This is an optimization exercise on Yosys and OpenROAD, whose aim is small area and a short achievable clock period, not a production implementation. In this exercise RTL edits were held to simulation tests only and were not proved equivalent to the original.

==> flow/design.v, too long to show whole: its modules and the start of the top module <==
// module direct_FIR: 1545 lines
// module fa3: 6 lines
// module synthesis_direct_FIR: 8 lines
module synthesis_direct_FIR(out, inp, clk, rstn);
  // ...
==> flow/flow/run.sh <==
#!/bin/bash
# Own layout flow: the standard ORFS flow, with the port buffers built
# from regular buffers instead of delay buffers, and setup repair asked to
# leave a margin (SETUP_MARGIN ns) so that it also works on paths that
# already meet the design's clock period.
set -euo pipefail
cd "$(dirname "$0")/.."
export BUFFER_PORTS_ARGS="-buffer_cell sky130_fd_sc_hd__buf_2"
export SETUP_SLACK_MARGIN=${SETUP_MARGIN:-8.1}
bash standard.sh > standard_make.log 2>&1
==> flow/standard.sh <==
#!/bin/bash
# synth_recipe.tcl (not shown) runs the flow's synth.tcl, then flattens the netlist and writes it again
# the make line also repeats each setting of config.mk as NAME=value (left out here)
make -C /OpenROAD-flow-scripts/flow DESIGN_CONFIG=/design/flow/config.mk WORK_HOME=/design/flow/orfs CLKGATE_MAP_FILE= SYNTH_SCRIPT=/design/flow/synth_recipe.tcl "${@:-finish}"
==> flow/config.mk <==
export PLATFORM = sky130hd
export DESIGN_NAME = synthesis_direct_FIR
export DESIGN_NICKNAME = synthesis_direct_FIR
export VERILOG_FILES = /design/flow/design.v
export SDC_FILE = /design/flow/constraint.sdc
export NUM_CORES = 4
export LEC_CHECK = 0
export CAP_MARGIN = 20
export CORE_MARGIN = 2
export CORE_UTILIZATION = 65
export CTS_BUF_LIST = sky130_fd_sc_hd__clkbuf_16
export CTS_CLUSTER_DIAMETER = 80
export CTS_CLUSTER_SIZE = 25
export SLEW_MARGIN = 20
export SYNTH_HIERARCHICAL = 1
export SYNTH_MINIMUM_KEEP_SIZE = 0
==> flow/constraint.sdc <==
create_clock -name core_clock -period 11.5 [get_ports {clk}]
set_input_delay 2.3000 -clock core_clock [delete_from_list [all_inputs] [get_ports {clk}]]
set_output_delay 2.3000 -clock core_clock [all_outputs]
set_load 0.01 [all_outputs]
==> results.json, run 1 <==
{
  "period_minus_slack_ps": 3360,
  "grt_use_met1": 0.478,
  "routedWlPerCell_um": 27.9,
  "cts_setup_buffers": 0,
  "cts_tree": "yes",
  "status": "no timing/DRC/antenna violations",
  "numCtsBuffers": 14,
  "cts_max_path_buffers": 3,
  "setup_viol": 0,
  "gp_congestion": 1.08,
  "fin_util": 0.713,
  "reg2reg_depth": 5,
  "fin_nets": 1569,
  "clkCellAreaFrac": 0.0284,
  "relSlewSlack": 0.604,
  "path_delay_family": "adder cells",
  "dr_total_vias": 8012,
  "die_y_um": 155,
  "hold_viol_final": 0,
  "seq_area_frac_synth": 0.289,
  "clock_sinks": 213,
  "track_usage": 0.346,
  "synth_cells": 1030,
  "drv_cap": 0,
  "cts_resized": 10
}
==> run 2: changes to the inputs <==
--- a/flow/config.mk
+++ b/flow/config.mk
@@ -10,6 +10,6 @@
 export CORE_UTILIZATION = 65
 export CTS_BUF_LIST = sky130_fd_sc_hd__clkbuf_16
-export CTS_CLUSTER_DIAMETER = 80
-export CTS_CLUSTER_SIZE = 25
+export CTS_CLUSTER_DIAMETER = 90
+export CTS_CLUSTER_SIZE = 30
 export SLEW_MARGIN = 20
 export SYNTH_HIERARCHICAL = 1
==> results.json, run 2 <==
{
  "status": "no timing/DRC/antenna violations",
  "synth_async_sr_flop_share": 0,
  "critPathCaptureType": "flip-flop",
  "post_drt_via_cell_ratio": 5.76,
  "synthMostInstantiatedCell": "fa_1",
  "synth_common_cells": "fa_1, dfxtp_1, inv_1",
  "critPathMaxFanout": 3,
  "dr_total_vias": 7918,
  "largest-register": "DIR_FIR.out",
  "period_minus_slack_ps": 3360,
  "finClkSkew_ps": 18.0,
  "numCtsBuffers": 12,
  "syn_to_final_growth_pct": 7.69,
  "wirelength_um": 37800,
  "core_area_um2": 22400,
  "track_usage": 0.343,
  "tightest_slew_ps": 562,
  "ys_warn_count": 7,
  "yosys.area.top_type_share": 0.529,
  "synth_cells": 1030,
  "required_ps": 11870,
  "die_area_um2": 23900,
  "path_class": "reg2reg",
  "drv_cap": 0,
  "final_layout_size_suffix_gt1_frac": 0.103,
  "dr.first_iter.drc_count": 647,
  "synth_area_um2": 14800,
  "clock_sinks": 213,
  "start_util": 0.658,
  "finish.instance_area_um2": 15900,
  "portBuffers": 43,
  "grt_antenna_before_repair": 0,
  "fp.dieW_um": 155,
  "hp-class": "reg2reg",
  "rows": 55,
  "setup_ws_ps": 8140,
  "hpwl_um": 33400,
  "synth_edf_count": 0,
  "mostFrequentLayoutCells": "fa_1, dfxtp_1, inv_1, ha_1, buf_2",
  "synth_ff_type": "dfxtp_1",
  "rrSetupSlack_ps": 8140,
  "hold_buffers": 0,
  "synth_fa_ha_area_frac": 0.590,
  "top_usage_layer": "met2",
  "clock-root-buffer": "clkbuf_16",
  "place_area_um2": 15300,
  "synth_area_leader_cell": "fa_1",
  "antenna_cells": 0,
  "routedWlPerCell_um": 27.5,
  "seq_area_frac_synth": 0.289,
  "ys_top_cells_by_area": "fa_1, dfxtp_1, ha_1, inv_1, xnor2_1",
  "fmax_ghz": 0.298,
  "synth_compound_area_frac": 0.0314,
  "grt_pass1_vias": 9132,
  "grt_overflow": 0,
  "fin_crit_sh": 0.292,
  "cp-start-kind": "flip-flop",
  "relSlewSlack": 0.624,
  "grt_use_met1": 0.479,
  "gp_congestion": 1.08,
  "synth_top_family_by_area": "adder cells",
  "grt_max_degree": 31,
  "fillers": 1554,
  "cp.arrival_ps": 3730,
  "rsz0062_at_grt": "yes",
  "layout_commonest_cell": "fa_1",
  "synth_cell_types": 45,
  "hold_viol_final": 0,
  "synth-simple-area-share": 0.0306,
  "syn_avg_cell_area_um2": 14.3,
  "die_y_um": 155,
  "synthMuxAreaShare": 0.00136,
  "fin_nets": 1564,
  "final_antenna_net_count": 0,
  "cts_tree": "yes",
  "maxSlewViolCount": 0,
  "grtUsageMet3": 0.117,
  "drc": 0,
  "synth-seq-cells": 213,
  "dp_slack_ps": 7870,
  "largest_reg_flops": 26,
  "clk_pin_slew_ps": 110,
  "grt_pass1_wl_um": 57300,
  "fin_setup_tns_ps": 0,
  "syn_nets": 1510,
  "ctsHtreeMaxLevel": 1,
  "clk_latency_ps": 490,
  "cts_max_path_buffers": 3,
  "synth_xor_xnor_area_share": 0.0131,
  "io_pins": 44,
  "firstDrtPassIters": 5,
  "setup_viol": 0,
  "grt_util_met2": 0.525
}
run 2: routing by layer:
metal  vias up  routed length [µm]
met4         2                1210
li1       3246                   -
met5         -                  46
met3        74                4680
met1      4112               15100
met2       484               16800
run 2: per-stage QoR:
step | hold slack, ps | std cells | util
global placement | 381 | 1353 | 0.683
floorplan | 372 | 1030 | -
detailed placement | 388 | 1353 | 0.683
CTS | 404 | 1373 | 0.702
global route | 416 | 1375 | 0.709
finish | 402 | 1375 | 0.709
run 2: cells by family (layout without fill, tap and decap cells):
family,count (synthesis),in the layout
multiplexers,2,2
flip-flops,213,213
adder cells (fa/ha/maj),462,462
AO/OA/AOI/OAI,68,68
buffers and inverters,176,236
XOR/XNOR,22,22
AND/OR/NAND/NOR,87,87
run 2: path summary, 6_finish.rpt:
kind	cells after the start	endpoint	start
min	0	DIR_FIR.x3[5]	DIR_FIR.x2[5]
max	5	DIR_FIR.q47	DIR_FIR.x5[6]
max reg2reg	5	DIR_FIR.q47	DIR_FIR.x5[6]
min reg2reg	0	DIR_FIR.x3[5]	DIR_FIR.x2[5]
run 2: worst max-delay path, cell delays in order (launching register included):
cell	delay, ps
dfxtp_1	600
fa_1	590
fa_1	600
fa_1	470
fa_1	540
fa_1	440
run 2: per-module statistics from Yosys (local to each module, per instance), a selection:
| module | area (µm²) | cells | flip-flops and latches | times used |
|---|---|---|---|---|
| direct_FIR | 6980 | 641 | 213 | 1 |
| fa3 | 20.0 | 1 | 0 | 389 |
run 2: repair_timing:
item / 4_1_cts / 5_1_grt
buffers inserted: 0 / 2
endpoints found under the setup margin: 8 / 18
resized for setup: 9 / 41
pin swaps: 1 / 6
run 2: layout make-up:
| cell class | count | area (µm²) | area share |
|---|---|---|---|
| Inverter | 171 | 642 | 0.0404 |
| Multi-Input combinational cell | 641 | 9990 | 0.629 |
| Clock buffer | 13 | 325 | 0.0205 |
| Timing Repair Buffer | 45 | 230 | 0.0145 |
| Tap cell | 285 | 357 | 0.0224 |
| Sequential cell | 213 | 4280 | 0.269 |
| Clock inverter | 7 | 70.1 | 0.00441 |

## re-timing with driven ports
The results above use ideal ports. As a check the final layouts listed here were re-extracted and re-timed, cells and wires unchanged. Step 1: set_driving_cell puts a clkbuf_16 on clk and a buf_2 on each other input, an assumption about the parent block. Step 2 adds t to the input delays and takes it off the output delays; t is the mean of the earliest and latest rising clock arrival at the registers after step 1. Input paths then give back, and output paths get back, about the clock's delay inside the block. Slacks: ideal / step 1 / step 2; pairs: ideal / step 1.
| run | t (ns) | setup slack, ns | hold WS [ns] | worst register clock-pin slew, ns | cell pins on the clock port's net |
|---|---|---|---|---|---|
| run 1 | 0.542 | 8.144 / 8.144 / 8.144 | 0.397 / 0.397 / 0.397 | 0.10 / 0.10 | 1 |
| run 2 | 0.536 | 8.142 / 8.142 / 8.142 | 0.402 / 0.402 / 0.402 | 0.11 / 0.11 | 1 |
After both steps every run listed still meets setup and hold.
